Source: an optimization exercise on an open RTL-to-GDS flow (aim: small area). Production flows keep margins and buffers that such runs may drop.

== lane 2 ==
==> flow/design.v <==
`timescale 1ns / 1ps
module Clock_Divider(
    input i_clk,
    input i_reset,
    output o_tick
    );
    reg [6:0] r_phase;
    wire w_fb = ~(r_phase[6] ^ r_phase[0]);
    wire w_wrap = (r_phase == 7'd7);
    assign o_tick = (r_phase == 7'd73);
    always @(posedge i_clk) begin
        r_phase <= (i_reset | w_wrap) ? 7'd0 : {r_phase[5:0], w_fb};
    end
endmodule
`timescale 1ns / 1ps
module Counter(
    input i_clk,
    input i_en,
    input i_reset,
    output [9:0] o_counter
    );
    reg [9:0] r_counter;
    assign o_counter = r_counter;
    always @(posedge i_clk) begin
        if (i_reset)
            r_counter <= 10'd0;
        else if (i_en)
            r_counter <= (r_counter == 10'd999) ? 10'd0 : r_counter + 10'd1;
    end
endmodule
`timescale 1ns / 1ps
module comparater(
    input [9:0] i_counter,
    output o_light_0, o_light_1, o_light_2, o_light_3
    );
    assign o_light_0 = (i_counter == 0);
    assign o_light_1 = (i_counter < 300);
    assign o_light_2 = (i_counter < 400);
    assign o_light_3 = (i_counter < 600);
endmodule
`timescale 1ns / 1ps
module Button_Controller(
    input i_clk,
    input i_button,
    input i_reset,
    output o_button
    );
    reg r_state;             
    reg r_event;             
    reg [18:0] r_count;
    wire w_diff = i_button ^ r_state;
    wire w_term = (r_count == 19'd207217);
    wire w_en   = w_diff & ~w_term & ~i_reset;
    wire w_fb   = ~(r_count[18] ^ r_count[5]);
    assign o_button = r_event;
    always @(posedge i_clk) begin
        r_count <= w_en ? {r_count[17:0], w_fb} : 19'd0;
        r_state <= ~i_reset & (r_state ^ (w_diff & w_term));
        r_event <= ~i_reset & w_diff & w_term & r_state;
    end
endmodule
`timescale 1ns / 1ps
module FSM(
    input i_clk,
    input i_reset,
    input [2:0] i_button,
    output [2:0] o_lightState
    );
    reg [2:0] r_level;
    reg [2:0] w_next;
    assign o_lightState = r_level;
    always @(*) begin
        w_next = r_level;
        if (i_button[0]) begin
            if (r_level != 3'd4) w_next = r_level + 3'd1;
        end else if (r_level != 3'd0) begin
            if (i_button[1])      w_next = r_level - 3'd1;
            else if (i_button[2]) w_next = 3'd0;
        end
    end
    always @(posedge i_clk) begin
        r_level <= i_reset ? 3'd0 : w_next;
    end
endmodule
`timescale 1ns / 1ps
module MUX(
    input [3:0] i_x,
    input [2:0] sel,
    input i_reset,
    output o_y
    );
    reg r_y;
    always @(*) begin
        case (sel)
            3'd1: r_y = i_x[0];
            3'd2: r_y = i_x[1];
            3'd3: r_y = i_x[2];
            3'd4: r_y = i_x[3];
            default: r_y = 1'b0;
        endcase
    end
    assign o_y = r_y & ~i_reset;
endmodule
`timescale 1ns / 1ps
module Top_PWM_Light(
    input i_clk,
    input i_reset,
    input [2:0] i_button,
    output o_y
    );
    wire w_tick;
    Clock_Divider Clock_divider(.i_clk(i_clk), .i_reset(i_reset), .o_tick(w_tick));
    wire [9:0] w_counter;
    Counter counter(.i_clk(i_clk), .i_en(w_tick), .i_reset(i_reset), .o_counter(w_counter));
    wire [3:0] w_light;
    comparater comp(.i_counter(w_counter), .o_light_0(w_light[0]), .o_light_1(w_light[1]),
                    .o_light_2(w_light[2]), .o_light_3(w_light[3]));
    wire [2:0] w_button;
    Button_Controller Bt0(.i_clk(i_clk), .i_button(i_button[0]), .i_reset(i_reset), .o_button(w_button[0]));
    Button_Controller Bt1(.i_clk(i_clk), .i_button(i_button[1]), .i_reset(i_reset), .o_button(w_button[1]));
    Button_Controller Bt2(.i_clk(i_clk), .i_button(i_button[2]), .i_reset(i_reset), .o_button(w_button[2]));
    wire [2:0] w_lightState;
    FSM fsm(.i_clk(i_clk), .i_reset(i_reset), .i_button(w_button), .o_lightState(w_lightState));
    MUX mux(.i_x(w_light), .sel(w_lightState), .i_reset(i_reset), .o_y(o_y));
endmodule
clock: 10.0 ns
lec_check: 0
cap_margin: 20
core_margin: 2
core_utilization: 40
slew_margin: 20
run.sh (not shown) runs the stock make flow with config.mk's settings and CLKGATE_MAP_FILE= SYNTH_SCRIPT=/design/flow/synth_recipe.tcl, a recipe that flattens the netlist after the stock synthesis.
## Diff of input files: lane 1 against lane 2
--- a/flow/design.v
+++ b/flow/design.v
@@ -5,10 +5,15 @@
     output o_tick
     );
+    localparam [6:0] POL  = 7'h2a;
+    localparam [6:0] SEED = 7'h72;
+    localparam [6:0] TICK = 7'h46;
+    localparam [6:0] TERM = 7'h2a;
     reg [6:0] r_phase;
-    wire w_fb = ~(r_phase[6] ^ r_phase[0]);
-    wire w_wrap = (r_phase == 7'd7);
-    assign o_tick = (r_phase == 7'd73);
+    wire [6:0] w_phase = r_phase ^ POL;
+    wire w_fb = ~(w_phase[6] ^ w_phase[0]);
+    wire w_wrap = (w_phase == TERM);
+    assign o_tick = (w_phase == TICK);
     always @(posedge i_clk) begin
-        r_phase <= (i_reset | w_wrap) ? 7'd0 : {r_phase[5:0], w_fb};
+        r_phase <= ((i_reset | w_wrap) ? SEED : {w_phase[5:0], w_fb}) ^ POL;
     end
 endmodule
@@ -46,14 +51,19 @@
     output o_button
     );
+    localparam [18:0] POL  = 19'h2aaaa;
+    localparam [18:0] SEED = 19'h71c3e;
+    localparam [18:0] TERM = 19'h2aaaa;
     reg r_state;             
     reg r_event;             
     reg [18:0] r_count;
+    wire [18:0] w_count = r_count ^ POL;
     wire w_diff = i_button ^ r_state;
-    wire w_term = (r_count == 19'd207217);
+    wire w_term = (w_count == TERM);
     wire w_en   = w_diff & ~w_term & ~i_reset;
-    wire w_fb   = ~(r_count[18] ^ r_count[5]);
+    wire w_fb   = ~(w_count[18] ^ w_count[5]);
+    wire [18:0] w_next = w_en ? {w_count[17:0], w_fb} : SEED;
     assign o_button = r_event;
     always @(posedge i_clk) begin
-        r_count <= w_en ? {r_count[17:0], w_fb} : 19'd0;
+        r_count <= w_next ^ POL;
         r_state <= ~i_reset & (r_state ^ (w_diff & w_term));
         r_event <= ~i_reset & w_diff & w_term & r_state;
==> comparison <==
Re sequential share of layout area: lane 2 was lower than lane 1. Lane 1 vs. lane 2: via count of the first global-routing pass went up by 68. On time the final worst path needs with I/O delays and setup: between lane 2 and lane 1, it ends up lower for lane 2. Number of clock sinks came out exactly the same in lane 2 and lane 1. Cell area | lane 1 vs lane 2 | lane 1 smaller. On synthesized cell count: between lane 2 and lane 1, it ends up higher for lane 1. Between lane 1 and lane 2, it is lane 1 whose final period utilization is higher, by 1.8 points. Sort lane 2 and lane 1 by maximum number of pins on one net before global-route repair, ascending, and lane 1 comes first. Re clock skew: lane 2 and lane 1 aren't equal, and the lower value belongs to lane 1. Compared lane 1 vs lane 2, and site row count is down in lane 1. Routing usage on met1 in lane 1 vs lane 2: up 2.3 points. Final routed wirelength across all metal layers delta (lane 1 − lane 2): unfavourable.
No functional check of the RTL was part of any run of this note.

port drivers added, routing unchanged:
No port has a modelled driver above. Below, the same layouts with a new extraction and two added sets of constraints.
Step 1 (the two cells are an assumption about what drives the block):
set clk [get_ports {i_clk}]
set_driving_cell -lib_cell sky130_fd_sc_hd__clkbuf_16 $clk
set_driving_cell -lib_cell sky130_fd_sc_hd__buf_2 [delete_from_list [all_inputs] $clk]
Step 2 times the ports against the registers' clock, not the clock port: input delays grow and output delays shrink by t, the midpoint of the rising clock arrivals with the driver on.
Slacks: ideal / step 1 / step 2; pairs: ideal / step 1.
| run | t (ns) | slack for setup (ns) | hold WS [ns] | latest minus earliest clock arrival (ns) | cell pins on the clock port's net |
|---|---|---|---|---|---|
| lane 2 | 0.376 | 4.412 / 4.391 / 4.391 | 0.448 / 0.448 / 0.448 | 0.017 / 0.017 | 1 |
| lane 1 | 0.362 | 4.228 / 4.203 / 4.203 | 0.376 / 0.376 / 0.376 | 0.018 / 0.017 | 1 |
After both steps every run listed still meets setup and hold. For lane 1, which loses most, drivers alone change the setup slack by -0.025 ns; drivers and shift together by -0.025 ns.
